Context: an optimization exercise on an open-source flow, tuned for small area, a short achievable clock period and few clock cycles per item. The choices shown serve that exercise and are no tape-out recipe. At most, simulation tests tie the RTL to the original design; equivalence was not proved. Only the layout flow was run in run 1; the RTL was not checked for function there.

==> flow/design.v (outline; a module is shown in full before it is edited, if it fits) <==
// module requant: 3799 lines
// module requant_top: 54 lines
module requant_top (
    input  wire        clk,
    input  wire        rst,
    input  wire [31:0] in_A_tdata,
    input  wire        in_A_tlast,
    input  wire        in_A_tvalid,
    output wire        in_A_tready,
    input  wire [31:0] in_bias_tdata,
    input  wire        in_bias_tlast,
    input  wire        in_bias_tvalid,
    output wire        in_bias_tready,
    input  wire [31:0] in_m_tdata,
    input  wire        in_m_tlast,
    input  wire        in_m_tvalid,
    output wire        in_m_tready,
    input  wire [7:0]  in_e_tdata,
    input  wire        in_e_tlast,
    input  wire        in_e_tvalid,
    output wire        in_e_tready,
    output wire [7:0]  out_D_tdata,
    output wire        out_D_tlast,
    output wire        out_D_tvalid,
    input  wire        out_D_tready
);
  // ...
==> flow/run.sh <==
#!/bin/bash
# synth_recipe.tcl (not shown) runs the flow's synth.tcl, then flattens the netlist and writes it again
# the make line also repeats each setting of config.mk as NAME=value (left out here)
make -C /OpenROAD-flow-scripts/flow DESIGN_CONFIG=/design/flow/config.mk WORK_HOME=/design/flow/orfs CLKGATE_MAP_FILE= SYNTH_SCRIPT=/design/flow/synth_recipe.tcl finish
==> flow/config.mk <==
export PLATFORM = sky130hd
export DESIGN_NAME = requant_top
export DESIGN_NICKNAME = requant_top
export VERILOG_FILES = /design/flow/design.v
export SDC_FILE = /design/flow/constraint.sdc
export NUM_CORES = 4
export LEC_CHECK = 0
export CAP_MARGIN = 20
export CORE_MARGIN = 2
export CORE_UTILIZATION = 40
export SETUP_SLACK_MARGIN = 5
export SLEW_MARGIN = 20
==> flow/constraint.sdc <==
create_clock -name core_clock -period 9.0 [get_ports {clk}]
set_input_delay 1.8000 -clock core_clock [delete_from_list [all_inputs] [get_ports {clk}]]
set_output_delay 1.8000 -clock core_clock [all_outputs]
set_load 0.01 [all_outputs]
==> flow_summary.json, run 1 <==
{
  "status": "no timing/DRC/antenna violations",
  "path_clk_slew_ns": 0.06,
  "yosysWarnings": 1,
  "cts.path.max_buffers": 3,
  "wl_met3_um": 11070,
  "setup_viol": 0,
  "grt_max_degree": 62,
  "synthTopCellsByArea": "fa_1 (20%), dfxtp_1 (16%), a22oi_1 (9.0%), xnor2_1 (8.0%), edfxtp_1 (7.5%)",
  "vias_per_cell": 5.797,
  "route.met2.wl_um": 59100,
  "crit_path_max_incr_delay_ns": 0.47,
  "rsz0062_at_grt": "yes",
  "multi_input_area_share_pct": 61.99,
  "grt_use_total_pct": 23.76,
  "synth.cell_area_um2": 42040,
  "design.seq.count": 442,
  "synth_top_cell_area_share_pct": 20.19,
  "largest_reg_flops": 186,
  "r2r-end": "requant_QKV.X[30]$_DFF_P_",
  "critPathKind": "input pin to register",
  "dpl_cell_area_um2": 44170,
  "synth_nets": 5086,
  "dp_hpwl_um": 86190,
  "postCtsResizedCells": 93,
  "rows": 118,
  "clock_cell_area_share_pct": 4.040,
  "seq_area_frac_synth_pct": 23.55,
  "endpoint": "requant_QKV.X[30]$_DFF_P_",
  "post_layout_nonfiller_instances": 5691,
  "synth_area_per_cell_um2": 9.655,
  "drv_slew": 0,
  "ant_nets": 0,
  "crit_arrival_ns": 4.98,
  "core_um2": 103900,
  "reg_top3": "requant_QKV.q2: 186 flops, requant_QKV.mul: 64 flops, requant_QKV.mem: 36 flops"
}
==> run 2: changes to the inputs <==
--- a/flow/design.v
+++ b/flow/design.v
@@ -25,81 +25,81 @@
     input  wire          in_e_tlast,
     input  wire          in_e_tvalid,
     output wire          in_e_tready,
     output wire [OUT_BITS-1:0] out_D_tdata,
     output wire          out_D_tlast,
     output wire          out_D_tvalid,
     input  wire          out_D_tready
 );
-localparam integer CAP = 5;    
+localparam integer CAP = 7;    
 reg va, vb, vm, ve;             
 reg ra, rb, rm, re;             
 reg fire;                       
 reg [CAP-1:0] th;              
-reg p2, p3, p4;
-reg l2, l3;
+reg p1, p2, p3, p4, p5;
+reg l1, l2, l3, l4;
 reg la, lb, lm, le;
-reg [31:0] X;                   
-reg [15:0] neg, one, two;       
-reg [6:0]  sh1;                 
-reg        nr1;                 
+reg [31:0] a_r, b_r, m_r;
+reg [7:0]  e_r;
 reg ov;
 assign in_A_tready    = ra;
 assign in_bias_tready = rb;
 assign in_m_tready    = rm;
 assign in_e_tready    = re;
-wire acA  = in_A_tvalid & ra;
-wire acB  = in_bias_tvalid & rb;
-wire va_n = acA | (va & ~fire);
-wire vb_n = acB | (vb & ~fire);
+wire va_n = (in_A_tvalid & ra) | (va & ~fire);
+wire vb_n = (in_bias_tvalid & rb) | (vb & ~fire);
 wire vm_n = (in_m_tvalid & rm) | (vm & ~fire);
 wire ve_n = (in_e_tvalid & re) | (ve & ~fire);
 wire pop  = ov & out_D_tready;
 wire inc  = fire & ~pop;
 wire dec  = pop & ~fire;
 wire [CAP-1:0] th_n = inc ? {th[CAP-2:0], 1'b1} : dec ? {1'b0, th[CAP-1:1]} : th;
 wire cr_n = ~th_n[CAP-1];
 wire fire_n = va_n & vb_n & vm_n & ve_n & cr_n;
 always @(posedge clk) begin
     if (rst) begin
         va <= 1'b0; vb <= 1'b0; vm <= 1'b0; ve <= 1'b0;
         ra <= 1'b1; rb <= 1'b1; rm <= 1'b1; re <= 1'b1;
         fire <= 1'b0; th <= 0;
-        p2 <= 1'b0; p3 <= 1'b0; p4 <= 1'b0;
+        p1 <= 1'b0; p2 <= 1'b0; p3 <= 1'b0; p4 <= 1'b0; p5 <= 1'b0;
     end else begin
         va <= va_n; vb <= vb_n; vm <= vm_n; ve <= ve_n;
         ra <= ~va_n | fire_n; rb <= ~vb_n | fire_n;
         rm <= ~vm_n | fire_n; re <= ~ve_n | fire_n;
         fire <= fire_n;
         th <= th_n;
-        p2 <= fire; p3 <= p2; p4 <= p3;
+        p1 <= fire; p2 <= p1; p3 <= p2; p4 <= p3; p5 <= p4;
     end
 end
-wire        keep = (va | vb) & ~fire;
-wire [31:0] xp = acA ? in_A_tdata : keep ? X : 32'd0;
-wire [31:0] xq = acB ? in_bias_tdata : (keep & acA) ? X : 32'd0;
 always @(posedge clk) begin
-    X <= xp + xq;
-    if (ra) la <= in_A_tlast;
-    if (rb) lb <= in_bias_tlast;
-    if (rm) begin neg <= neg_n; one <= one_n; two <= two_n; lm <= in_m_tlast; end
-    if (re) begin sh1 <= sh_n; nr1 <= nr_n; le <= in_e_tlast; end
+    if (ra) begin a_r <= in_A_tdata;    la <= in_A_tlast;    end
+    if (rb) begin b_r <= in_bias_tdata; lb <= in_bias_tlast; end
+    if (rm) begin m_r <= in_m_tdata;    lm <= in_m_tlast;    end
+    if (re) begin e_r <= in_e_tdata;    le <= in_e_tlast;    end
 end
-wire [32:0] mx = {in_m_tdata, 1'b0};
+reg  [31:0] X;
+reg  [15:0] neg, one, two;
+reg  [6:0]  sh1;
+reg         nr1;
+wire [32:0] mx = {m_r, 1'b0};
 wire [15:0] neg_n, one_n, two_n;
 genvar gi;
 generate for (gi = 0; gi < 16; gi = gi + 1) begin : benc
     assign neg_n[gi] = mx[2*gi+2];
     assign one_n[gi] = mx[2*gi+1] ^ mx[2*gi];
     assign two_n[gi] = (mx[2*gi+2] & ~mx[2*gi+1] & ~mx[2*gi]) | (~mx[2*gi+2] & mx[2*gi+1] & mx[2*gi]);
 end endgenerate
-wire [6:0] sh_n = (in_e_tdata[7] | in_e_tdata[6]) ? 7'd64 : {1'b0, in_e_tdata[5:0]};
-wire       nr_n = in_e_tdata[7] | (in_e_tdata[6] & (|in_e_tdata[5:0]));
-wire       l1  = la & lb & lm & le;
+always @(posedge clk) begin
+    X   <= a_r + b_r;
+    neg <= neg_n; one <= one_n; two <= two_n;
+    sh1 <= (e_r[7] | e_r[6]) ? 7'd64 : {1'b0, e_r[5:0]};
+    nr1 <= e_r[7] | (e_r[6] & (|e_r[5:0]));
+    l1  <= la & lb & lm & le;
+end
 wire pp0_0;
 wire pp0_1;
 wire pp0_2;
 wire pp0_3;
 wire pp0_4;
 wire pp0_5;
 wire pp0_6;
 wire pp0_7;
@@ -3484,23 +3484,27 @@
 assign ts1051 = q2[180] ^ q2[181];
 assign tc1052 = q2[180] & q2[181];
 assign ts1053 = q2[182] ^ q2[183];
 assign tc1054 = q2[182] & q2[183];
 assign ts1055 = q2[184] ^ q2[185];
 assign tc1056 = q2[184] & q2[185];
 wire [63:0] rs = {tc1056, tc1054, tc1052, tc1050, tc1048, tc1046, tc1044, tc1042, tc1040, tc1038, tc1036, tc1034, tc1032, tc1030, tc1028, tc1026, tc1024, tc1022, tc1020, tc1018, tc1016, tc1014, tc1012, tc1010, tc1008, tc1006, tc1004, tc1002, tc1000, tc998, tc996, tc994, tc992, tc990, tc988, tc986, tc984, tc982, tc980, tc978, tc976, tc974, tc972, tc970, tc968, tc966, tc964, ts963, q2[29], q2[27], q2[25], q2[23], q2[21], q2[19], q2[17], q2[15], q2[13], q2[11], q2[9], q2[7], q2[5], q2[3], q2[2], q2[0]};
 wire [63:0] rc = {1'b1, ts1055, ts1053, ts1051, ts1049, ts1047, ts1045, ts1043, ts1041, ts1039, ts1037, ts1035, ts1033, ts1031, ts1029, ts1027, ts1025, ts1023, ts1021, ts1019, ts1017, ts1015, ts1013, ts1011, ts1009, ts1007, ts1005, ts1003, ts1001, ts999, ts997, ts995, ts993, ts991, ts989, ts987, ts985, ts983, ts981, ts979, ts977, ts975, ts973, ts971, ts969, ts967, ts965, q2[94], q2[30], q2[28], q2[26], q2[24], q2[22], q2[20], q2[18], q2[16], q2[14], q2[12], q2[10], q2[8], q2[6], q2[4], 1'b0, q2[1]};
-reg  [63:0] mul;
+reg  [31:0] lo3, hs3, hc3;
+reg         c3;
 reg  [6:0]  sh3;
 reg         nr3;
 always @(posedge clk) begin
-    mul <= rs + rc;
+    {c3, lo3} <= {1'b0, rs[31:0]} + {1'b0, rc[31:0]};
+    hs3 <= rs[63:32]; hc3 <= rc[63:32];
     sh3 <= sh2; nr3 <= nr2; l3 <= l2;
 end
+wire [31:0] hi4 = hs3 + hc3 + {31'd0, c3};
+wire [63:0] mul = {hi4, lo3};
 wire        sgn = mul[63];
 wire [64:0] t6 = {mul, 1'b0};
 wire [63:0] t5;
 assign t5[0] = sh3[6] ? sgn : sh3[5] ? t6[32] : t6[0];
 assign t5[1] = sh3[6] ? sgn : sh3[5] ? t6[33] : t6[1];
 assign t5[2] = sh3[6] ? sgn : sh3[5] ? t6[34] : t6[2];
 assign t5[3] = sh3[6] ? sgn : sh3[5] ? t6[35] : t6[3];
 assign t5[4] = sh3[6] ? sgn : sh3[5] ? t6[36] : t6[4];
@@ -3607,192 +3611,198 @@
 assign t4[40] = sh3[4] ? t5[56] : t5[40];
 assign t4[41] = sh3[4] ? t5[57] : t5[41];
 assign t4[42] = sh3[4] ? t5[58] : t5[42];
 assign t4[43] = sh3[4] ? t5[59] : t5[43];
 assign t4[44] = sh3[4] ? t5[60] : t5[44];
 assign t4[45] = sh3[4] ? t5[61] : t5[45];
 assign t4[46] = sh3[4] ? t5[62] : t5[46];
 assign t4[47] = sh3[4] ? t5[63] : t5[47];
+reg  [47:0] t4r;
+reg  [3:0]  sh4;
+reg         nr4;
+always @(posedge clk) begin
+    t4r <= t4; sh4 <= sh3[3:0]; nr4 <= nr3; l4 <= l3;
+end
 wire [39:0] t3;
-assign t3[0] = sh3[3] ? t4[8] : t4[0];
-assign t3[1] = sh3[3] ? t4[9] : t4[1];
-assign t3[2] = sh3[3] ? t4[10] : t4[2];
-assign t3[3] = sh3[3] ? t4[11] : t4[3];
-assign t3[4] = sh3[3] ? t4[12] : t4[4];
-assign t3[5] = sh3[3] ? t4[13] : t4[5];
-assign t3[6] = sh3[3] ? t4[14] : t4[6];
-assign t3[7] = sh3[3] ? t4[15] : t4[7];
-assign t3[8] = sh3[3] ? t4[16] : t4[8];
-assign t3[9] = sh3[3] ? t4[17] : t4[9];
-assign t3[10] = sh3[3] ? t4[18] : t4[10];
-assign t3[11] = sh3[3] ? t4[19] : t4[11];
-assign t3[12] = sh3[3] ? t4[20] : t4[12];
-assign t3[13] = sh3[3] ? t4[21] : t4[13];
-assign t3[14] = sh3[3] ? t4[22] : t4[14];
-assign t3[15] = sh3[3] ? t4[23] : t4[15];
-assign t3[16] = sh3[3] ? t4[24] : t4[16];
-assign t3[17] = sh3[3] ? t4[25] : t4[17];
-assign t3[18] = sh3[3] ? t4[26] : t4[18];
-assign t3[19] = sh3[3] ? t4[27] : t4[19];
-assign t3[20] = sh3[3] ? t4[28] : t4[20];
-assign t3[21] = sh3[3] ? t4[29] : t4[21];
-assign t3[22] = sh3[3] ? t4[30] : t4[22];
-assign t3[23] = sh3[3] ? t4[31] : t4[23];
-assign t3[24] = sh3[3] ? t4[32] : t4[24];
-assign t3[25] = sh3[3] ? t4[33] : t4[25];
-assign t3[26] = sh3[3] ? t4[34] : t4[26];
-assign t3[27] = sh3[3] ? t4[35] : t4[27];
-assign t3[28] = sh3[3] ? t4[36] : t4[28];
-assign t3[29] = sh3[3] ? t4[37] : t4[29];
-assign t3[30] = sh3[3] ? t4[38] : t4[30];
-assign t3[31] = sh3[3] ? t4[39] : t4[31];
-assign t3[32] = sh3[3] ? t4[40] : t4[32];
-assign t3[33] = sh3[3] ? t4[41] : t4[33];
-assign t3[34] = sh3[3] ? t4[42] : t4[34];
-assign t3[35] = sh3[3] ? t4[43] : t4[35];
-assign t3[36] = sh3[3] ? t4[44] : t4[36];
-assign t3[37] = sh3[3] ? t4[45] : t4[37];
-assign t3[38] = sh3[3] ? t4[46] : t4[38];
-assign t3[39] = sh3[3] ? t4[47] : t4[39];
+assign t3[0] = sh4[3] ? t4r[8] : t4r[0];
+assign t3[1] = sh4[3] ? t4r[9] : t4r[1];
+assign t3[2] = sh4[3] ? t4r[10] : t4r[2];
+assign t3[3] = sh4[3] ? t4r[11] : t4r[3];
+assign t3[4] = sh4[3] ? t4r[12] : t4r[4];
+assign t3[5] = sh4[3] ? t4r[13] : t4r[5];
+assign t3[6] = sh4[3] ? t4r[14] : t4r[6];
+assign t3[7] = sh4[3] ? t4r[15] : t4r[7];
+assign t3[8] = sh4[3] ? t4r[16] : t4r[8];
+assign t3[9] = sh4[3] ? t4r[17] : t4r[9];
+assign t3[10] = sh4[3] ? t4r[18] : t4r[10];
+assign t3[11] = sh4[3] ? t4r[19] : t4r[11];
+assign t3[12] = sh4[3] ? t4r[20] : t4r[12];
+assign t3[13] = sh4[3] ? t4r[21] : t4r[13];
+assign t3[14] = sh4[3] ? t4r[22] : t4r[14];
+assign t3[15] = sh4[3] ? t4r[23] : t4r[15];
+assign t3[16] = sh4[3] ? t4r[24] : t4r[16];
+assign t3[17] = sh4[3] ? t4r[25] : t4r[17];
+assign t3[18] = sh4[3] ? t4r[26] : t4r[18];
+assign t3[19] = sh4[3] ? t4r[27] : t4r[19];
+assign t3[20] = sh4[3] ? t4r[28] : t4r[20];
+assign t3[21] = sh4[3] ? t4r[29] : t4r[21];
+assign t3[22] = sh4[3] ? t4r[30] : t4r[22];
+assign t3[23] = sh4[3] ? t4r[31] : t4r[23];
+assign t3[24] = sh4[3] ? t4r[32] : t4r[24];
+assign t3[25] = sh4[3] ? t4r[33] : t4r[25];
+assign t3[26] = sh4[3] ? t4r[34] : t4r[26];
+assign t3[27] = sh4[3] ? t4r[35] : t4r[27];
+assign t3[28] = sh4[3] ? t4r[36] : t4r[28];
+assign t3[29] = sh4[3] ? t4r[37] : t4r[29];
+assign t3[30] = sh4[3] ? t4r[38] : t4r[30];
+assign t3[31] = sh4[3] ? t4r[39] : t4r[31];
+assign t3[32] = sh4[3] ? t4r[40] : t4r[32];
+assign t3[33] = sh4[3] ? t4r[41] : t4r[33];
+assign t3[34] = sh4[3] ? t4r[42] : t4r[34];
+assign t3[35] = sh4[3] ? t4r[43] : t4r[35];
+assign t3[36] = sh4[3] ? t4r[44] : t4r[36];
+assign t3[37] = sh4[3] ? t4r[45] : t4r[37];
+assign t3[38] = sh4[3] ? t4r[46] : t4r[38];
+assign t3[39] = sh4[3] ? t4r[47] : t4r[39];
 wire [35:0] t2;
-assign t2[0] = sh3[2] ? t3[4] : t3[0];
-assign t2[1] = sh3[2] ? t3[5] : t3[1];
-assign t2[2] = sh3[2] ? t3[6] : t3[2];
-assign t2[3] = sh3[2] ? t3[7] : t3[3];
-assign t2[4] = sh3[2] ? t3[8] : t3[4];
-assign t2[5] = sh3[2] ? t3[9] : t3[5];
-assign t2[6] = sh3[2] ? t3[10] : t3[6];
-assign t2[7] = sh3[2] ? t3[11] : t3[7];
-assign t2[8] = sh3[2] ? t3[12] : t3[8];
-assign t2[9] = sh3[2] ? t3[13] : t3[9];
-assign t2[10] = sh3[2] ? t3[14] : t3[10];
-assign t2[11] = sh3[2] ? t3[15] : t3[11];
-assign t2[12] = sh3[2] ? t3[16] : t3[12];
-assign t2[13] = sh3[2] ? t3[17] : t3[13];
-assign t2[14] = sh3[2] ? t3[18] : t3[14];
-assign t2[15] = sh3[2] ? t3[19] : t3[15];
-assign t2[16] = sh3[2] ? t3[20] : t3[16];
-assign t2[17] = sh3[2] ? t3[21] : t3[17];
-assign t2[18] = sh3[2] ? t3[22] : t3[18];
-assign t2[19] = sh3[2] ? t3[23] : t3[19];
-assign t2[20] = sh3[2] ? t3[24] : t3[20];
-assign t2[21] = sh3[2] ? t3[25] : t3[21];
-assign t2[22] = sh3[2] ? t3[26] : t3[22];
-assign t2[23] = sh3[2] ? t3[27] : t3[23];
-assign t2[24] = sh3[2] ? t3[28] : t3[24];
-assign t2[25] = sh3[2] ? t3[29] : t3[25];
-assign t2[26] = sh3[2] ? t3[30] : t3[26];
-assign t2[27] = sh3[2] ? t3[31] : t3[27];
-assign t2[28] = sh3[2] ? t3[32] : t3[28];
-assign t2[29] = sh3[2] ? t3[33] : t3[29];
-assign t2[30] = sh3[2] ? t3[34] : t3[30];
-assign t2[31] = sh3[2] ? t3[35] : t3[31];
-assign t2[32] = sh3[2] ? t3[36] : t3[32];
-assign t2[33] = sh3[2] ? t3[37] : t3[33];
-assign t2[34] = sh3[2] ? t3[38] : t3[34];
-assign t2[35] = sh3[2] ? t3[39] : t3[35];
+assign t2[0] = sh4[2] ? t3[4] : t3[0];
+assign t2[1] = sh4[2] ? t3[5] : t3[1];
+assign t2[2] = sh4[2] ? t3[6] : t3[2];
+assign t2[3] = sh4[2] ? t3[7] : t3[3];
+assign t2[4] = sh4[2] ? t3[8] : t3[4];
+assign t2[5] = sh4[2] ? t3[9] : t3[5];
+assign t2[6] = sh4[2] ? t3[10] : t3[6];
+assign t2[7] = sh4[2] ? t3[11] : t3[7];
+assign t2[8] = sh4[2] ? t3[12] : t3[8];
+assign t2[9] = sh4[2] ? t3[13] : t3[9];
+assign t2[10] = sh4[2] ? t3[14] : t3[10];
+assign t2[11] = sh4[2] ? t3[15] : t3[11];
+assign t2[12] = sh4[2] ? t3[16] : t3[12];
+assign t2[13] = sh4[2] ? t3[17] : t3[13];
+assign t2[14] = sh4[2] ? t3[18] : t3[14];
+assign t2[15] = sh4[2] ? t3[19] : t3[15];
+assign t2[16] = sh4[2] ? t3[20] : t3[16];
+assign t2[17] = sh4[2] ? t3[21] : t3[17];
+assign t2[18] = sh4[2] ? t3[22] : t3[18];
+assign t2[19] = sh4[2] ? t3[23] : t3[19];
+assign t2[20] = sh4[2] ? t3[24] : t3[20];
+assign t2[21] = sh4[2] ? t3[25] : t3[21];
+assign t2[22] = sh4[2] ? t3[26] : t3[22];
+assign t2[23] = sh4[2] ? t3[27] : t3[23];
+assign t2[24] = sh4[2] ? t3[28] : t3[24];
+assign t2[25] = sh4[2] ? t3[29] : t3[25];
+assign t2[26] = sh4[2] ? t3[30] : t3[26];
+assign t2[27] = sh4[2] ? t3[31] : t3[27];
+assign t2[28] = sh4[2] ? t3[32] : t3[28];
+assign t2[29] = sh4[2] ? t3[33] : t3[29];
+assign t2[30] = sh4[2] ? t3[34] : t3[30];
+assign t2[31] = sh4[2] ? t3[35] : t3[31];
+assign t2[32] = sh4[2] ? t3[36] : t3[32];
+assign t2[33] = sh4[2] ? t3[37] : t3[33];
+assign t2[34] = sh4[2] ? t3[38] : t3[34];
+assign t2[35] = sh4[2] ? t3[39] : t3[35];
 wire [33:0] t1;
-assign t1[0] = sh3[1] ? t2[2] : t2[0];
-assign t1[1] = sh3[1] ? t2[3] : t2[1];
-assign t1[2] = sh3[1] ? t2[4] : t2[2];
-assign t1[3] = sh3[1] ? t2[5] : t2[3];
-assign t1[4] = sh3[1] ? t2[6] : t2[4];
-assign t1[5] = sh3[1] ? t2[7] : t2[5];
-assign t1[6] = sh3[1] ? t2[8] : t2[6];
-assign t1[7] = sh3[1] ? t2[9] : t2[7];
-assign t1[8] = sh3[1] ? t2[10] : t2[8];
-assign t1[9] = sh3[1] ? t2[11] : t2[9];
-assign t1[10] = sh3[1] ? t2[12] : t2[10];
-assign t1[11] = sh3[1] ? t2[13] : t2[11];
-assign t1[12] = sh3[1] ? t2[14] : t2[12];
-assign t1[13] = sh3[1] ? t2[15] : t2[13];
-assign t1[14] = sh3[1] ? t2[16] : t2[14];
-assign t1[15] = sh3[1] ? t2[17] : t2[15];
-assign t1[16] = sh3[1] ? t2[18] : t2[16];
-assign t1[17] = sh3[1] ? t2[19] : t2[17];
-assign t1[18] = sh3[1] ? t2[20] : t2[18];
-assign t1[19] = sh3[1] ? t2[21] : t2[19];
-assign t1[20] = sh3[1] ? t2[22] : t2[20];
-assign t1[21] = sh3[1] ? t2[23] : t2[21];
-assign t1[22] = sh3[1] ? t2[24] : t2[22];
-assign t1[23] = sh3[1] ? t2[25] : t2[23];
-assign t1[24] = sh3[1] ? t2[26] : t2[24];
-assign t1[25] = sh3[1] ? t2[27] : t2[25];
-assign t1[26] = sh3[1] ? t2[28] : t2[26];
-assign t1[27] = sh3[1] ? t2[29] : t2[27];
-assign t1[28] = sh3[1] ? t2[30] : t2[28];
-assign t1[29] = sh3[1] ? t2[31] : t2[29];
-assign t1[30] = sh3[1] ? t2[32] : t2[30];
-assign t1[31] = sh3[1] ? t2[33] : t2[31];
-assign t1[32] = sh3[1] ? t2[34] : t2[32];
-assign t1[33] = sh3[1] ? t2[35] : t2[33];
+assign t1[0] = sh4[1] ? t2[2] : t2[0];
+assign t1[1] = sh4[1] ? t2[3] : t2[1];
+assign t1[2] = sh4[1] ? t2[4] : t2[2];
+assign t1[3] = sh4[1] ? t2[5] : t2[3];
+assign t1[4] = sh4[1] ? t2[6] : t2[4];
+assign t1[5] = sh4[1] ? t2[7] : t2[5];
+assign t1[6] = sh4[1] ? t2[8] : t2[6];
+assign t1[7] = sh4[1] ? t2[9] : t2[7];
+assign t1[8] = sh4[1] ? t2[10] : t2[8];
+assign t1[9] = sh4[1] ? t2[11] : t2[9];
+assign t1[10] = sh4[1] ? t2[12] : t2[10];
+assign t1[11] = sh4[1] ? t2[13] : t2[11];
+assign t1[12] = sh4[1] ? t2[14] : t2[12];
+assign t1[13] = sh4[1] ? t2[15] : t2[13];
+assign t1[14] = sh4[1] ? t2[16] : t2[14];
+assign t1[15] = sh4[1] ? t2[17] : t2[15];
+assign t1[16] = sh4[1] ? t2[18] : t2[16];
+assign t1[17] = sh4[1] ? t2[19] : t2[17];
+assign t1[18] = sh4[1] ? t2[20] : t2[18];
+assign t1[19] = sh4[1] ? t2[21] : t2[19];
+assign t1[20] = sh4[1] ? t2[22] : t2[20];
+assign t1[21] = sh4[1] ? t2[23] : t2[21];
+assign t1[22] = sh4[1] ? t2[24] : t2[22];
+assign t1[23] = sh4[1] ? t2[25] : t2[23];
+assign t1[24] = sh4[1] ? t2[26] : t2[24];
+assign t1[25] = sh4[1] ? t2[27] : t2[25];
+assign t1[26] = sh4[1] ? t2[28] : t2[26];
+assign t1[27] = sh4[1] ? t2[29] : t2[27];
+assign t1[28] = sh4[1] ? t2[30] : t2[28];
+assign t1[29] = sh4[1] ? t2[31] : t2[29];
+assign t1[30] = sh4[1] ? t2[32] : t2[30];
+assign t1[31] = sh4[1] ? t2[33] : t2[31];
+assign t1[32] = sh4[1] ? t2[34] : t2[32];
+assign t1[33] = sh4[1] ? t2[35] : t2[33];
 wire [32:0] t0;
-assign t0[0] = sh3[0] ? t1[1] : t1[0];
-assign t0[1] = sh3[0] ? t1[2] : t1[1];
-assign t0[2] = sh3[0] ? t1[3] : t1[2];
-assign t0[3] = sh3[0] ? t1[4] : t1[3];
-assign t0[4] = sh3[0] ? t1[5] : t1[4];
-assign t0[5] = sh3[0] ? t1[6] : t1[5];
-assign t0[6] = sh3[0] ? t1[7] : t1[6];
-assign t0[7] = sh3[0] ? t1[8] : t1[7];
-assign t0[8] = sh3[0] ? t1[9] : t1[8];
-assign t0[9] = sh3[0] ? t1[10] : t1[9];
-assign t0[10] = sh3[0] ? t1[11] : t1[10];
-assign t0[11] = sh3[0] ? t1[12] : t1[11];
-assign t0[12] = sh3[0] ? t1[13] : t1[12];
-assign t0[13] = sh3[0] ? t1[14] : t1[13];
-assign t0[14] = sh3[0] ? t1[15] : t1[14];
-assign t0[15] = sh3[0] ? t1[16] : t1[15];
-assign t0[16] = sh3[0] ? t1[17] : t1[16];
-assign t0[17] = sh3[0] ? t1[18] : t1[17];
-assign t0[18] = sh3[0] ? t1[19] : t1[18];
-assign t0[19] = sh3[0] ? t1[20] : t1[19];
-assign t0[20] = sh3[0] ? t1[21] : t1[20];
-assign t0[21] = sh3[0] ? t1[22] : t1[21];
-assign t0[22] = sh3[0] ? t1[23] : t1[22];
-assign t0[23] = sh3[0] ? t1[24] : t1[23];
-assign t0[24] = sh3[0] ? t1[25] : t1[24];
-assign t0[25] = sh3[0] ? t1[26] : t1[25];
-assign t0[26] = sh3[0] ? t1[27] : t1[26];
-assign t0[27] = sh3[0] ? t1[28] : t1[27];
-assign t0[28] = sh3[0] ? t1[29] : t1[28];
-assign t0[29] = sh3[0] ? t1[30] : t1[29];
-assign t0[30] = sh3[0] ? t1[31] : t1[30];
-assign t0[31] = sh3[0] ? t1[32] : t1[31];
-assign t0[32] = sh3[0] ? t1[33] : t1[32];
+assign t0[0] = sh4[0] ? t1[1] : t1[0];
+assign t0[1] = sh4[0] ? t1[2] : t1[1];
+assign t0[2] = sh4[0] ? t1[3] : t1[2];
+assign t0[3] = sh4[0] ? t1[4] : t1[3];
+assign t0[4] = sh4[0] ? t1[5] : t1[4];
+assign t0[5] = sh4[0] ? t1[6] : t1[5];
+assign t0[6] = sh4[0] ? t1[7] : t1[6];
+assign t0[7] = sh4[0] ? t1[8] : t1[7];
+assign t0[8] = sh4[0] ? t1[9] : t1[8];
+assign t0[9] = sh4[0] ? t1[10] : t1[9];
+assign t0[10] = sh4[0] ? t1[11] : t1[10];
+assign t0[11] = sh4[0] ? t1[12] : t1[11];
+assign t0[12] = sh4[0] ? t1[13] : t1[12];
+assign t0[13] = sh4[0] ? t1[14] : t1[13];
+assign t0[14] = sh4[0] ? t1[15] : t1[14];
+assign t0[15] = sh4[0] ? t1[16] : t1[15];
+assign t0[16] = sh4[0] ? t1[17] : t1[16];
+assign t0[17] = sh4[0] ? t1[18] : t1[17];
+assign t0[18] = sh4[0] ? t1[19] : t1[18];
+assign t0[19] = sh4[0] ? t1[20] : t1[19];
+assign t0[20] = sh4[0] ? t1[21] : t1[20];
+assign t0[21] = sh4[0] ? t1[22] : t1[21];
+assign t0[22] = sh4[0] ? t1[23] : t1[22];
+assign t0[23] = sh4[0] ? t1[24] : t1[23];
+assign t0[24] = sh4[0] ? t1[25] : t1[24];
+assign t0[25] = sh4[0] ? t1[26] : t1[25];
+assign t0[26] = sh4[0] ? t1[27] : t1[26];
+assign t0[27] = sh4[0] ? t1[28] : t1[27];
+assign t0[28] = sh4[0] ? t1[29] : t1[28];
+assign t0[29] = sh4[0] ? t1[30] : t1[29];
+assign t0[30] = sh4[0] ? t1[31] : t1[30];
+assign t0[31] = sh4[0] ? t1[32] : t1[31];
+assign t0[32] = sh4[0] ? t1[33] : t1[32];
 wire [31:0] U  = t0[32:1];
-wire        rnd = t0[0] & ~nr3;
+wire        rnd = t0[0] & ~nr4;
 wire        c7 = rnd & (&U[6:0]);
 wire        h1 = &U[31:7];
 wire        h0 = ~(|U[31:7]);
 wire        inr = h1 | (h0 & ~c7);
 wire        neg_res = U[31] ^ (c7 & (&U[30:7]));
 wire [7:0]  r8 = U[7:0] + {7'd0, rnd};
 wire [7:0]  q = inr ? r8 : (neg_res ? 8'h80 : 8'h7f);
-reg  [8:0] r4;
-always @(posedge clk) r4 <= {l3, q};
-wire       wv = p4;
-wire [8:0] wd = r4;
+reg  [8:0] r5;
+always @(posedge clk) r5 <= {l4, q};
+wire       wv = p5;
+wire [8:0] wd = r5;
 reg  [8:0] od;
-reg  [8:0] mem [0:3];
-reg  [1:0] rp, wp;
-reg  [3:0] nt;                  
+reg  [8:0] mem [0:5];
+reg  [2:0] rp, wp;
+reg  [5:0] nt;                  
 wire take = ~ov | pop;
 wire from_mem = nt[0];
 wire wr = wv & ~(take & ~from_mem);
 always @(posedge clk) begin
     if (rst) begin
         ov <= 1'b0; rp <= 0; wp <= 0; nt <= 0;
     end else begin
         if (take) ov <= from_mem | wv;
-        if (take & from_mem) rp <= (rp == 3) ? 0 : rp + 1'b1;
-        if (wr) wp <= (wp == 3) ? 0 : wp + 1'b1;
-        if (wr & ~(take & from_mem)) nt <= {nt[2:0], 1'b1};
-        else if (~wr & take & from_mem) nt <= {1'b0, nt[3:1]};
+        if (take & from_mem) rp <= (rp == 5) ? 0 : rp + 1'b1;
+        if (wr) wp <= (wp == 5) ? 0 : wp + 1'b1;
+        if (wr & ~(take & from_mem)) nt <= {nt[4:0], 1'b1};
+        else if (~wr & take & from_mem) nt <= {1'b0, nt[5:1]};
     end
 end
 always @(posedge clk) begin
     if (take) od <= from_mem ? mem[rp] : wd;
     if (wr) mem[wp] <= wd;
 end
 assign out_D_tvalid = ov;
 assign out_D_tdata  = od[7:0];
==> run 2 against run 1 <==
Compared with the run above: maximum frequency grew 14%; via count is 1.1% lower; clock-buffer cell count rose by 29; worst setup slack improved by 0.55 ns; critical path depth decreased by 10; wire length fell by 0.32%; worst hold slack about the same; clock skew grew 0.0029 ns; critical endpoint is now requant_QKV.q2[149]$_DFF_P_.
==> flow_summary.json, run 2 <==
{
  "grt_use_total_pct": 21.55,
  "finalWirelength_um": 127500,
  "largest_reg_flops": 186,
  "drt_iter0_drc": 2954,
  "dp_hpwl_um": 83270,
  "seq_area_frac_synth_pct": 32.28,
  "cts_root_buf": "clkbuf_16",
  "synth_flop_cell": "dfxtp_1",
  "holdCritStartpoint": "requant_QKV.l1$_DFF_P_",
  "vias": 32631,
  "critPathKind": "register to register",
  "r2r_start": "requant_QKV.neg[12]$_DFF_P_",
  "synth_nets": 5178,
  "nets": 5096,
  "layout_common_cells": "inv_1 (685), a22oi_1 (504), dfxtp_1 (427)",
  "finalHoldViolations": 0,
  "reg_top3": "requant_QKV.q2: 186 flops, requant_QKV.mem: 54 flops, requant_QKV.t4r: 48 flops",
  "slew_headroom_pct": 23.71,
  "ant_nets": 0,
  "htreeDepth": 3,
  "layout_commonest_cell": "inv_1",
  "dieArea_um2": 118300,
  "io_buffers": 128,
  "drc": 0,
  "largest-register": "requant_QKV.q2",
  "cap_viol_max_count": 0,
  "vias_per_cell": 5.490,
  "clk_latency_ns": 0.67,
  "tightest_slew_ns": 1.144,
  "finalSetupTns_ns": 0,
  "synthTopCellsByCount": "inv_1 (684), a22oi_1 (504), dfxtp_1 (489), fa_1 (426), xnor2_1 (375)",
  "yosysWarnings": 1,
  "dpl_cell_area_um2": 48450,
  "r2r-end": "requant_QKV.q2[149]$_DFF_P_",
  "min_period_ns": 3.889,
  "cts_buffers": 76,
  "yosysTopAreaCell": "dfxtp_1",
  "path_clk_slew_ns": 0.06,
  "crit_arrival_ns": 4.41,
  "ctsHoldBuffers": 0,
  "synth_async_sr_flop_share_pct": 0,
  "start_kind": "register",
  "dieHeight_um": 344.0,
  "drv_slew": 0,
  "design_area_um2": 51110,
  "cts.path.max_buffers": 3,
  "wl_per_cell_um": 21.45,
  "post_cts_buffers": 0,
  "synth-edff-count": 171,
  "clock-sinks": 660,
  "holdPathEnd": "requant_QKV.l2$_DFF_P_",
  "grt_pass1_wl_um": 197300,
  "period_share_pct": 43.21,
  "post-route-util_pct": 44.63,
  "rr_worst_depth": 7,
  "ys_types": 89,
  "synthTopCellsByArea": "dfxtp_1 (21%), fa_1 (18%), edfxtp_1 (11%), a22oi_1 (8.2%), xnor2_1 (7.1%)",
  "initial_core_util_pct": 40.38,
  "rsz0062_at_grt": "no",
  "fin_skew_ns": 0.03307,
  "cp_max_fo": 26,
  "first_global_vias": 33658,
  "synth.cell_area_um2": 46240,
  "rows": 124,
  "synthMostInstantiatedCell": "inv_1",
  "grt-ovfl-total": 0,
  "ys_seq_elements": 660,
  "hp-class": "register to register",
  "setup_viol": 0,
  "endpoint_kind": "register",
  "area_growth_pct": 10.53,
  "drive_gt1_share_pct": 7.086,
  "required_ns": 9.52,
  "boundaryPins": 129,
  "synth_area_per_cell_um2": 10.39,
  "grt_max_degree": 67,
  "synth_top_cell_area_share_pct": 21.17,
  "startpoint": "requant_QKV.neg[12]$_DFF_P_",
  "dieWidth_um": 344.0,
  "antenna_found_initial": 2,
  "status": "no timing/DRC/antenna violations",
  "hold_depth": 0,
  "fmax_mhz": 257.1,
  "cts_tree": "done",
  "firstDrtPassIters": 6,
  "core_um2": 114500,
  "syn-instance-count": 4450,
  "postCtsResizedCells": 0,
  "gp_congestion": 0.9005,
  "r2r_slack_ns": 5.11,
  "fillers": 10711
}
-- run 2: cell types whose count changed after synthesis, sizes merged, moves of 34 or more --
cell	change
inv	+153
a22o	-61
clkbuf	-55
edfxtp	+66
mux2	-34
dfxtp	+152
mux2i	+38
-- run 2: per-layer routing --
layer  up-vias  wire (um)  GRT usage, %
met1     16100      52970         28.54
met2      1515      58700         34.68
met5         -         23             0
met3       329      10940         4.646
li1      14683          -             -
met4         4       4837         7.908
-- run 2: critical path: stages (launching register included) --
cell and delay, ns:
dfxtp_1 0.78, inv_2 0.59, xnor2_1 0.41, fa_1 0.51
fa_1 0.44, fa_1 0.51, inv_1 0.05, fa_1 0.45
-- run 2: stage by stage --
step / hold slack, ns / std cells / setup WS (ns)
4_1_cts: 0.3263 / 5943 / 5.012
3_3_place_gp: 0.3104 / 5802 / 4.462
3_5_place_dp: 0.3121 / 5802 / 4.702
6_report: 0.3254 / 5944 / 5.111
5_1_grt: 0.3305 / 5943 / 5.011
2_1_floorplan: 0.3096 / 4450 / 5.347
-- run 2: layout make-up --
type	count	area (um2)	area share, %
multi-input cells	2766	27350	53.51
flip-flops and latches	660	15000	29.36
inverters	690	2592	5.073
clock buffers	98	2090	4.089
well taps	1512	1892	3.702
repair buffers	174	1630	3.190
clock inverters	43	548.0	1.072
diodes	1	2.502	0.004896
-- run 2: worst max path at each step --
stage | endpoint | slack [ns] | cells after the start
final | requant_QKV.q2[149]$_DFF_P_ | 5.11 | 7
after global routing | requant_QKV.lo3[31]$_DFF_P_ | 5.01 | 13
after CTS | in_m_tready | 5.01 | 2
after detailed placement | requant_QKV.mem[4][3]$_DFFE_PP_ | 4.70 | 5
after global placement | requant_QKV.mem[0][6]$_DFFE_PP_ | 4.46 | 5
after floorplan | requant_QKV.mem[0][0]$_DFFE_PP_ | 5.35 | 5
-- run 2: cells by family after synthesis --
kind of cell	Yosys count	synth area share (%)
buf+inv	1024	8.624
xor+xnor	637	12.12
compound gates	932	14.14
fa+ha+maj	613	23.51
flops	660	32.28
simple gates	455	4.866
mux	129	4.462
Testbench counts of run 2, summed over its fixed seeds: cycles 8,056, items 8,000.
==> run 3: changes to the inputs <==
==> flow/flow/run.sh (new file) <==
#!/bin/bash
set -euo pipefail
MARGIN=${MARGIN:-5.9}
sed "s/SETUP_SLACK_MARGIN=[-0-9.]*/SETUP_SLACK_MARGIN=${MARGIN}/" standard.sh > standard_margin.sh
grep -q "SETUP_SLACK_MARGIN=${MARGIN}" standard_margin.sh
bash standard_margin.sh > flow_make.log 2>&1
==> flow/standard.sh (new file) <==
#!/bin/bash
# synth_recipe.tcl (not shown) runs the flow's synth.tcl, then flattens the netlist and writes it again
# the make line also repeats each setting of config.mk as NAME=value (left out here)
make -C /OpenROAD-flow-scripts/flow DESIGN_CONFIG=/design/flow/config.mk WORK_HOME=/design/flow/orfs CLKGATE_MAP_FILE= SYNTH_SCRIPT=/design/flow/synth_recipe.tcl "${@:-finish}"
removed: flow/run.sh
==> run 3 against run 2 <==
Compared with the run above: clock-buffer cell count up 1; via count up 8.1%; die area unchanged; global-route usage up 3.6 points; synthesized area unchanged; utilization up 5.9 points; worst hold slack worse by 0.016 ns; critical endpoint is now requant_QKV.lo3[30]$_DFF_P_.
==> flow_summary.json, run 3 <==
{
  "start_kind": "register",
  "cts_tree": "done",
  "synth.cell_area_um2": 46240,
  "holdCritStartpoint": "requant_QKV.sh1[6]$_DFF_P_",
  "dieHeight_um": 344.0,
  "grt_use_total_pct": 25.17,
  "ys_types": 89,
  "crit_arrival_ns": 3.88,
  "rows": 124,
  "synthTopCellsByCount": "inv_1 (684), a22oi_1 (504), dfxtp_1 (489), fa_1 (426), xnor2_1 (375)",
  "fin_skew_ns": 0.05360,
  "clock-sinks": 660,
  "drive_gt1_share_pct": 22.22,
  "firstDrtPassIters": 6,
  "ant_nets": 0,
  "layout_commonest_cell": "inv_1",
  "core_um2": 114500,
  "period_share_pct": 36.96,
  "vias_per_cell": 5.688,
  "largest_reg_flops": 186,
  "synthMostInstantiatedCell": "inv_1",
  "syn-instance-count": 4450,
  "wl_per_cell_um": 25.29,
  "seq_area_frac_synth_pct": 32.28,
  "required_ns": 9.55,
  "gp_congestion": 0.8951,
  "min_period_ns": 3.326,
  "layout_common_cells": "inv_1 (628), dfxtp_1 (403), xnor2_1 (354)",
  "ys_seq_elements": 660,
  "fillers": 9964,
  "hp-class": "register to register",
  "fin_ws_ns": 5.674,
  "hold_depth": 0,
  "cts_root_buf": "clkbuf_16",
  "cts.path.max_buffers": 3,
  "antenna_found_initial": 4,
  "nets": 5354,
  "rr_worst_depth": 13,
  "reg_top3": "requant_QKV.q2: 186 flops, requant_QKV.mem: 54 flops, requant_QKV.t4r: 48 flops",
  "drv_slew": 0,
  "endpoint_kind": "register",
  "htreeDepth": 3,
  "slew_headroom_pct": 47.03,
  "largest-register": "requant_QKV.q2",
  "grt_max_degree": 67,
  "dieWidth_um": 344.0,
  "status": "no timing/DRC/antenna violations",
  "cp_max_fo": 3,
  "finalWirelength_um": 156900,
  "clk_latency_ns": 0.69,
  "synth_area_per_cell_um2": 10.39,
  "synth_flop_cell": "dfxtp_1",
  "synth-edff-count": 171,
  "setup_viol": 0,
  "pre_cts_ws_ns": 5.041,
  "tightest_slew_ns": 0.7935,
  "initial_core_util_pct": 40.38,
  "holdPathEnd": "requant_QKV.sh2[6]$_DFF_P_",
  "critPathKind": "register to register",
  "dieArea_um2": 118300,
  "first_global_vias": 35451,
  "boundaryPins": 129,
  "r2r_start": "requant_QKV.q2[37]$_DFF_P_",
  "design_area_um2": 57920,
  "synth_async_sr_flop_share_pct": 0,
  "r2r-end": "requant_QKV.lo3[30]$_DFF_P_",
  "io_buffers": 128,
  "path_clk_slew_ns": 0.07,
  "dp_cells": 5807,
  "cts_buffers": 75,
  "yosysTopAreaCell": "dfxtp_1",
  "grt_pass1_wl_um": 223400,
  "post_layout_nonfiller_instances": 6202,
  "vias": 35274,
  "finalSetupTns_ns": 0,
  "synthTopCellsByArea": "dfxtp_1 (21%), fa_1 (18%), edfxtp_1 (11%), a22oi_1 (8.2%), xnor2_1 (7.1%)",
  "grt-ovfl-total": 0,
  "dp_hpwl_um": 85370,
  "r2r_slack_ns": 5.67,
  "yosysWarnings": 1,
  "synth_nets": 5178,
  "synth_top_cell_area_share_pct": 21.17,
  "drc": 0,
  "drt_iter0_drc": 3457,
  "area_growth_pct": 25.26,
  "dpl_cell_area_um2": 48520,
  "rsz0062_at_grt": "yes",
  "cap_viol_max_count": 0,
  "finalHoldViolations": 0,
  "fmax_mhz": 300.6
}
==> run 3: cell types whose count changed in the layout (fill, tap and decap cells not counted), moves of 24 or more <==
cell,change
fa_1,-91
xor2_2,+35
buf_4,+63
dfxtp_1,-24
a22oi_1,-165
buf_16,+28
buf_12,+114
xor2_1,-35
dfxtp_4,+64
a22oi_2,+165
fa_2,+91
dfxtp_2,-40
inv_2,+52
inv_1,-57
==> run 3: area by class of cell <==
type,count,area [um2],area share [%]
sequential,660,15190,26.24
timing repair buffer,433,6188,10.69
clock inverter,41,513.0,0.8858
tap,1512,1892,3.267
antenna,1,2.502,0.004321
clock buffer,99,2131,3.679
multi-input combinational,2766,29360,50.70
inverter,690,2633,4.545
==> run 3: critical path, cell delays in order, from the launching register on <==
cell	delay, ns
dfxtp_2	0.32
inv_2	0.04
fa_1	0.51
fa_2	0.61
inv_2	0.06
ha_4	0.28
o211ai_1	0.08
nand2_1	0.12
nand3_2	0.12
a221oi_4	0.34
nand4_1	0.20
a31oi_2	0.23
a31oi_2	0.14
xnor2_1	0.14
==> run 3: cell families after synthesis <==
group / count (synthesis) / synth area share (%)
xor gates and xnor gates: 637 / 12.12
muxes: 129 / 4.462
DFF: 660 / 32.28
AOI/OAI and AO/OA: 932 / 14.14
adders and majority gates: 613 / 23.51
and+or+nand+nor: 455 / 4.866
buffers and inverters: 1024 / 8.624
==> run 3: routing by layer <==
metal | vias to the layer above | global-route usage (%) | part of all wire [%]
met4 | 8 | 12.80 | 6.8
met1 | 17326 | 31.94 | 38
li1 | 15206 | - | -
met5 | - | 0 | 0.071
met2 | 2149 | 39.24 | 44
met3 | 585 | 7.077 | 11
==> run 3: worst max path at each step <==
stage                                from  slack [ns]  depth (start not counted)                              end
5_1_grt        requant_QKV.q2[37]$_DFF_P_        5.55                         13      requant_QKV.lo3[30]$_DFF_P_
3_5_place_dp                 out_D_tready        5.04                          4  requant_QKV.mem[5][7]$_DFFE_PP_
3_3_place_gp                 out_D_tready        5.10                          4  requant_QKV.mem[3][4]$_DFFE_PP_
4_1_cts        requant_QKV.q2[96]$_DFF_P_        5.75                         13      requant_QKV.lo3[31]$_DFF_P_
2_1_floorplan  requant_QKV.one[0]$_DFF_P_        5.90                         11       requant_QKV.q2[24]$_DFF_P_
6_report       requant_QKV.q2[37]$_DFF_P_        5.67                         13      requant_QKV.lo3[30]$_DFF_P_
==> run 3: stage by stage <==
| step | util, % | hold WS [ns] |
|---|---|---|
| 6_report | 50.58 | 0.3091 |
| 5_1_grt | 50.58 | 0.3030 |
| 4_1_cts | 48.12 | 0.2977 |
| 3_5_place_dp | 42.37 | 0.3120 |
| 3_3_place_gp | 42.37 | 0.3120 |
| 2_1_floorplan | - | 0.3096 |
==> run 3: what timing repair did <==
action,CTS,global route
gates resized for setup,373,398
hold buffers,0,0
setup endpoints to repair,240,209
pin swaps,97,315
cloned,19,20
setup buffers,132,83
==> run 4: changes to the inputs <==
--- a/flow/flow/run.sh
+++ b/flow/flow/run.sh
@@ -2,3 +2,3 @@
 set -euo pipefail
-MARGIN=${MARGIN:-5.9}
+MARGIN=${MARGIN:-5.6}
 sed "s/SETUP_SLACK_MARGIN=[-0-9.]*/SETUP_SLACK_MARGIN=${MARGIN}/" standard.sh > standard_margin.sh
==> run 4 against run 3 <==
Compared with the run above: sequential share of layout area increased by 2.9 points; non-clock buffer count decreased by 233; final area decreased by 10%; flip-flop and latch count unchanged; global-route usage decreased by 3.6 points; clock-buffer cell count increased by 4.
==> flow_summary.json, run 4 <==
{
  "reg_top3": "requant_QKV.q2: 186 flops, requant_QKV.mem: 54 flops, requant_QKV.t4r: 48 flops",
  "ant_nets": 0,
  "layout_commonest_cell": "inv_1",
  "nets": 5124,
  "finalWirelength_um": 129700,
  "cap_viol_max_count": 0,
  "synth_async_sr_flop_share_pct": 0,
  "synthMostInstantiatedCell": "inv_1",
  "drive_gt1_share_pct": 8.386,
  "largest_reg_flops": 186,
  "io_buffers": 128,
  "fin_ws_ns": 5.681,
  "fillers": 10684,
  "initial_core_util_pct": 40.38,
  "area_growth_pct": 12.21,
  "synthTopCellsByCount": "inv_1 (684), a22oi_1 (504), dfxtp_1 (489), fa_1 (426), xnor2_1 (375)",
  "multi_input_area_um2": 27550,
  "required_ns": 7.20,
  "largest-register": "requant_QKV.q2",
  "startpoint": "requant_QKV.od[8]$_DFFE_PN_",
  "cts.path.max_buffers": 3,
  "clk_latency_ns": 0.67,
  "boundaryPins": 129,
  "synth_top_cell_area_share_pct": 21.17,
  "yosysTopAreaCell": "dfxtp_1",
  "yosysWarnings": 1,
  "start_kind": "register",
  "area.sequential_um2": 15090,
  "cpMaxStageDelayCell": "clkdlybuf4s50_1",
  "r2r_start": "requant_QKV.one[8]$_DFF_P_",
  "status": "no timing/DRC/antenna violations",
  "dieHeight_um": 344.0,
  "clock-sinks": 660,
  "critPathKind": "register to output pin",
  "layout_common_cells": "inv_1 (681), a22oi_1 (503), dfxtp_1 (425)",
  "firstDrtPassIters": 8,
  "grt-ovfl-total": 0,
  "hp-class": "register to register",
  "gp_congestion": 0.9078,
  "grt_max_degree": 67,
  "min_period_ns": 3.319,
  "fin_skew_ns": 0.02899,
  "wl_per_cell_um": 21.71,
  "vias_per_cell": 5.449,
  "cts_root_buf": "clkbuf_16",
  "drt_iter0_drc": 3205,
  "synth_nets": 5178,
  "slew_headroom_pct": 36.79,
  "setup_viol": 0,
  "critPathBufInv": 1,
  "cts_tree": "done",
  "tightest_slew_ns": 0.9481,
  "grt_use_total_pct": 21.55,
  "cts_buffers": 78,
  "crit_arrival_ns": 1.52,
  "cp_max_fo": 1,
  "finalSetupTns_ns": 0,
  "path_delay_family": "buffers and inverters",
  "drc": 0,
  "ys_seq_elements": 660,
  "dieWidth_um": 344.0,
  "seq_area_frac_synth_pct": 32.28,
  "path_clk_slew_ns": 0.06,
  "first_global_vias": 33951,
  "dieArea_um2": 118300,
  "holdCritStartpoint": "requant_QKV.sh2[2]$_DFF_P_",
  "syn-instance-count": 4450,
  "core_um2": 114500,
  "synth.cell_area_um2": 46240,
  "ys_types": 89,
  "synth_flop_cell": "dfxtp_1",
  "fmax_mhz": 301.3,
  "grt_pass1_wl_um": 196800,
  "rsz0062_at_grt": "yes",
  "htreeDepth": 3,
  "period_share_pct": 36.87,
  "dp_hpwl_um": 83950,
  "pre_cts_ws_ns": 4.792,
  "synth-edff-count": 171,
  "worstPathCellList": "clkdlybuf4s50_1",
  "finalHoldViolations": 0,
  "endpoint_kind": "output pin",
  "rows": 124,
  "synthTopCellsByArea": "dfxtp_1 (21%), fa_1 (18%), edfxtp_1 (11%), a22oi_1 (8.2%), xnor2_1 (7.1%)",
  "antenna_found_initial": 0,
  "vias": 32548,
  "crit_path_max_incr_delay_ns": 0.54,
  "synth_area_per_cell_um2": 10.39,
  "drv_slew": 0
}
-- run 4: worst register-to-register path: cells and delay by family, from the launching register on --
kind,cells,cell delay (ns)
AOI/OAI and AO/OA,1,0.19
xor gates and xnor gates,1,0.19
adders and majority gates,4,1.94
buffers and inverters,3,0.16
DFF,1,0.70
-- run 4: path summary, 6_finish.rpt --
check                           cells past startpoint  slack (ns)                          end
worst min register to register                      0        0.32   requant_QKV.sh3[2]$_DFF_P_
worst max register to register                      9        5.69  requant_QKV.q2[121]$_DFF_P_
worst min-delay path                                0        0.32   requant_QKV.sh3[2]$_DFF_P_
worst max-delay path                                1        5.68                  out_D_tlast
-- run 4: cells by family after synthesis --
logic type,after synthesis,share of synthesized area (%)
simple gates,455,4.866
xor+xnor,637,12.12
fa+ha+maj,613,23.51
mux,129,4.462
compound gates,932,14.14
flops,660,32.28
buf+inv,1024,8.624
-- run 4: metrics by stage --
stage | cells | util, % | hold WS (ns) | area, um2
6_report | 5973 | 45.31 | 0.3198 | 51880
5_1_grt | 5972 | 45.31 | 0.3256 | 51880
4_1_cts | 5958 | 44.95 | 0.3180 | 51470
3_5_place_dp | 5808 | 42.34 | 0.3121 | 48480
3_3_place_gp | 5808 | 42.34 | 0.3113 | 48480
2_1_floorplan | 4450 | - | 0.3096 | 46250
-- run 4: layout make-up --
cell class                 instances  share of cell area, %
clock buffer                     103                  4.179
tap                             1512                  3.646
clock inverter                    41                  1.039
multi-input combinational       2766                  53.09
sequential                       660                  29.09
timing repair buffer             200                  3.919
inverter                         690                  5.026
antenna                            1               0.004823
-- run 4: timing repair --
item	4_1_cts	5_1_grt
resized for setup	71	53
pin swaps	6	28
hold buffers	0	0
gates cloned	1	0
setup buffers	5	14
setup endpoints to repair	156	140
-- run 4: layer usage --
metal  global-route usage (%)  wire length, um  vias up
met2                    34.74            59620     1521
li1                         -                -    14755
met1                    28.25            53970    15933
met5                        0                0        -
met4                    8.750             5436        0
met3                    4.481            10650      339

re-timing with driven ports:
In the flow no input, the clock included, has a driving cell. The finished layouts below were timed again as built, in two steps.
Step 1: set_driving_cell puts a clkbuf_16 on clk and a buf_2 on each other input, an assumption about the parent block.
Step 2 adds t to the input delays and takes it off the output delays; t is the mean of the earliest and latest rising clock arrival at the registers after step 1. Input paths then give back, and output paths get back, about the clock's delay inside the block.
a / b / c = no drivers / after step 1 / after step 2; a / b = the first two.
run | shift t [ns] | setup slack, ns | worst setup path at the end | slew at the worst register clock pin (ns)
run 1 | 0.734 | 4.565 / 4.563 / 3.828 | input to register | 0.07 / 0.07
run 2 | 0.730 | 5.111 / 5.111 / 4.713 | input to register | 0.07 / 0.07
run 3 | 0.734 | 5.674 / 5.674 / 5.360 | input to register | 0.07 / 0.07
run 4 | 0.734 | 5.681 / 5.607 / 5.064 | input to register | 0.07 / 0.07
After both steps setup and hold are still met in every run listed. The setup slack of run 1, which loses most, moves by -0.002 ns with the drivers and by -0.737 ns with both steps.
